This is an optimization exercise on Yosys and OpenROAD, whose aim is small area, not a production implementation.
In this exercise RTL edits were held to simulation tests only and were not proved equivalent to the original.
No activity file was given, so power comes from the tool's default toggle rates.

Setup of job 1210:
==> flow/design.v (excerpt) <==
module pipeline_top(
    input         clk,
    input         reset,
    output [8:0]  imem_addr,
    input  [31:0] imem_rdata,
    output [7:0]  dmem_addr,
    input  [63:0] dmem_rdata,
    output [63:0] dmem_wdata,
    output        dmem_we
    );
Settings: LEC_CHECK=0, CAP_MARGIN=20, CORE_MARGIN=2, CORE_UTILIZATION=50, PLACE_DENSITY=0.7, SLEW_MARGIN=20; clock period 5.0 ns.
standard.sh (not shown) runs the stock make flow with config.mk's settings and CLKGATE_MAP_FILE= SYNTH_SCRIPT=/design/flow/synth_recipe.tcl, a recipe that flattens the netlist after the stock synthesis.
==> flow/flow/run.sh <==
#!/bin/bash
# Standard ORFS layout (standard.sh) in two parts: after the floorplan, every
# cell is swapped to its smallest drive strength (flow/downsize.tcl), so that
# the later repair steps size up only where needed.  Ports are buffered by the
# smallest buffer and the clock tree is built from small clock buffers.
set -euo pipefail
ARGS=(BUFFER_PORTS_ARGS="-buffer_cell sky130_fd_sc_hd__buf_1"
      CTS_ARGS="-sink_clustering_enable -repair_clock_nets -dont_use_dummy_load -buf_list sky130_fd_sc_hd__clkbuf_4 -sink_clustering_size 11 -sink_clustering_max_diameter 40" )
bash standard.sh "${ARGS[@]}" floorplan > standard_floorplan.log 2>&1
DOWNSIZE_ODB=orfs/results/$FLOW_PLATFORM/pipeline_top/base/2_floorplan.odb \
  openroad -no_init -exit flow/downsize.tcl > downsize.log 2>&1
bash standard.sh "${ARGS[@]}" finish > standard_finish.log 2>&1
==> flow/flow/downsize.tcl <==
# Swap every standard cell of the synthesized netlist to the smallest drive
# strength of the same cell, before placement; the flow's own repair steps
# then size up or buffer only where slew, capacitance or timing need it.
set odb $::env(DOWNSIZE_ODB)
read_db $odb
set db [ord::get_db]
set block [ord::get_db_block]
set masters {}
foreach lib [$db getLibs] {
  foreach m [$lib getMasters] {
    dict set masters [$m getName] $m
  }
}
set n 0
foreach inst [$block getInsts] {
  set m [$inst getMaster]
  set name [$m getName]
  if {![regexp {^(sky130_fd_sc_hd__[a-z0-9]+)_([0-9]+)$} $name -> base drv]} { continue }
  if {[string match *tap* $base] || [string match *fill* $base] || [string match *decap* $base]} { continue }
  set best $m
  set best_area [expr {[$m getWidth] * [$m getHeight]}]
  dict for {cand cm} $masters {
    if {![regexp "^${base}_\[0-9\]+\$" $cand]} { continue }
    if {[string match *lpflow* $cand] || [string match *probe* $cand]} { continue }
    set a [expr {[$cm getWidth] * [$cm getHeight]}]
    if {$a < $best_area} { set best $cm; set best_area $a }
  }
  if {$best ne $m} {
    $inst swapMaster $best
    incr n
  }
}
puts "downsize: swapped $n instances"
write_db $odb
Modified inputs, job 5466 compared to job 1210
- CORE_UTILIZATION: 50 -> 60
- PLACE_DENSITY: 0.7 -> unset
--- a/flow/flow/run.sh
+++ b/flow/flow/run.sh
@@ -6,5 +6,5 @@
 set -euo pipefail
 ARGS=(BUFFER_PORTS_ARGS="-buffer_cell sky130_fd_sc_hd__buf_1"
-      CTS_ARGS="-sink_clustering_enable -repair_clock_nets -dont_use_dummy_load -buf_list sky130_fd_sc_hd__clkbuf_4 -sink_clustering_size 11 -sink_clustering_max_diameter 40" )
+      CTS_ARGS="-sink_clustering_enable -repair_clock_nets -dont_use_dummy_load -buf_list sky130_fd_sc_hd__clkbuf_4 -sink_clustering_size 10 -sink_clustering_max_diameter 40" )
 bash standard.sh "${ARGS[@]}" floorplan > standard_floorplan.log 2>&1
 DOWNSIZE_ODB=orfs/results/$FLOW_PLATFORM/pipeline_top/base/2_floorplan.odb \
==> run notes <==
Going from job 1210 to job 5466, transition time of the tightest slew-check pin roughly the same, HPWL after detailed placement now sits lower, delay of the slowest cell on the worst path was more or less identical, cell area went down by 0.31%, final period utilization up 0.74 points. Looking at count of clock-buffer cells in the layout, job 5466 sits 3 higher than job 1210 does. Job 5466 and job 1210 ended up with nearly the same total power. Status: wire length of the first global-routing pass parity (job 1210, job 5466). As of job 5466, via count had risen slightly compared to job 1210. Job 1210 ended up with more cell instances than job 5466 did. The global-route usage of job 5466 exceeds that of job 1210 by 4.1 points.
## Diff of input files: job 1757 against job 5466
- changing CORE_UTILIZATION from 60 to 40
--- a/flow/flow/run.sh
+++ b/flow/flow/run.sh
@@ -6,5 +6,5 @@
 set -euo pipefail
 ARGS=(BUFFER_PORTS_ARGS="-buffer_cell sky130_fd_sc_hd__buf_1"
-      CTS_ARGS="-sink_clustering_enable -repair_clock_nets -dont_use_dummy_load -buf_list sky130_fd_sc_hd__clkbuf_4 -sink_clustering_size 10 -sink_clustering_max_diameter 40" )
+      CTS_ARGS="-sink_clustering_enable -repair_clock_nets -dont_use_dummy_load -buf_list sky130_fd_sc_hd__clkbuf_4 -sink_clustering_size 10 -sink_clustering_max_diameter 50" )
 bash standard.sh "${ARGS[@]}" floorplan > standard_floorplan.log 2>&1
 DOWNSIZE_ODB=orfs/results/$FLOW_PLATFORM/pipeline_top/base/2_floorplan.odb \
==> run notes <==
- Job 1757: PASS, flow complete, no timing, DRC or antenna violations
- Against job 5466, switching power summed over all nets in job 1757 came out worse.
- Compared with job 5466, job 1757 shows a lower initial cell density of the core.
- From job 5466 to job 1757 the numbers moved as follows: worst-case vdd ir drop now sits lower; vertical die dimension now sits higher; cell depth of the worst min-delay path now sits higher; sequential power now sits at about the same level.
- Post-placement worst setup slack in job 1757 is 54 ps higher than in job 5466
- Between job 5466 and job 1757, highest clock frequency the design can meet decreased.
The following lists how job 9938 was set up differently from job 1757:
- CORE_UTILIZATION now 60, was 40
--- a/flow/flow/run.sh
+++ b/flow/flow/run.sh
@@ -6,5 +6,5 @@
 set -euo pipefail
 ARGS=(BUFFER_PORTS_ARGS="-buffer_cell sky130_fd_sc_hd__buf_1"
-      CTS_ARGS="-sink_clustering_enable -repair_clock_nets -dont_use_dummy_load -buf_list sky130_fd_sc_hd__clkbuf_4 -sink_clustering_size 10 -sink_clustering_max_diameter 50" )
+      CTS_ARGS="-sink_clustering_enable -repair_clock_nets -dont_use_dummy_load -buf_list sky130_fd_sc_hd__clkbuf_4 -sink_clustering_size 12 -sink_clustering_max_diameter 40" )
 bash standard.sh "${ARGS[@]}" floorplan > standard_floorplan.log 2>&1
 DOWNSIZE_ODB=orfs/results/$FLOW_PLATFORM/pipeline_top/base/2_floorplan.odb \
==> comparison <==
- Relative to job 1757, worst hold path depth has gone down in job 9938.
- Job 9938 vs job 1757 — met1 wire length dropped by a little under 10%
- Job 9938: part of the cycle the worst path needs is 0.97 points lower than what job 1757 reported.
- From job 1757 to job 9938 the numbers moved as follows: leakage power of the design now smaller, combinational power level.

==> afterwards: timing with drivers on the ports <==
In the flow no input, the clock included, has a driving cell. The finished layouts below were timed again as built, in two steps. Step 1 sets driving cells, clkbuf_16 on the clock port and buf_2 on the other inputs (assumed; they add their load-dependent delay and slew). Step 2 adds t to the input delays and takes it off the output delays; t is the mean of the earliest and latest rising clock arrival at the registers after step 1. Input paths then give back, and output paths get back, about the clock's delay inside the block. Slacks: ideal / step 1 / step 2; pairs: ideal / step 1.
run	t, ns	slack for setup (ns)	latest minus earliest clock arrival (ns)	worst register clock-pin slew, ns	worst data-port slew with drivers (ns)
job 1210	0.723	2.530 / 2.485 / 2.977	0.116 / 0.116	0.12 / 0.12	0.04
job 5466	0.717	2.493 / 2.451 / 2.960	0.061 / 0.061	0.11 / 0.11	0.07
job 1757	0.831	2.448 / 2.404 / 2.968	0.061 / 0.061	0.11 / 0.11	0.05
job 9938	0.726	2.497 / 2.453 / 2.940	0.057 / 0.057	0.12 / 0.12	0.07
After both steps every run listed still meets setup and hold.
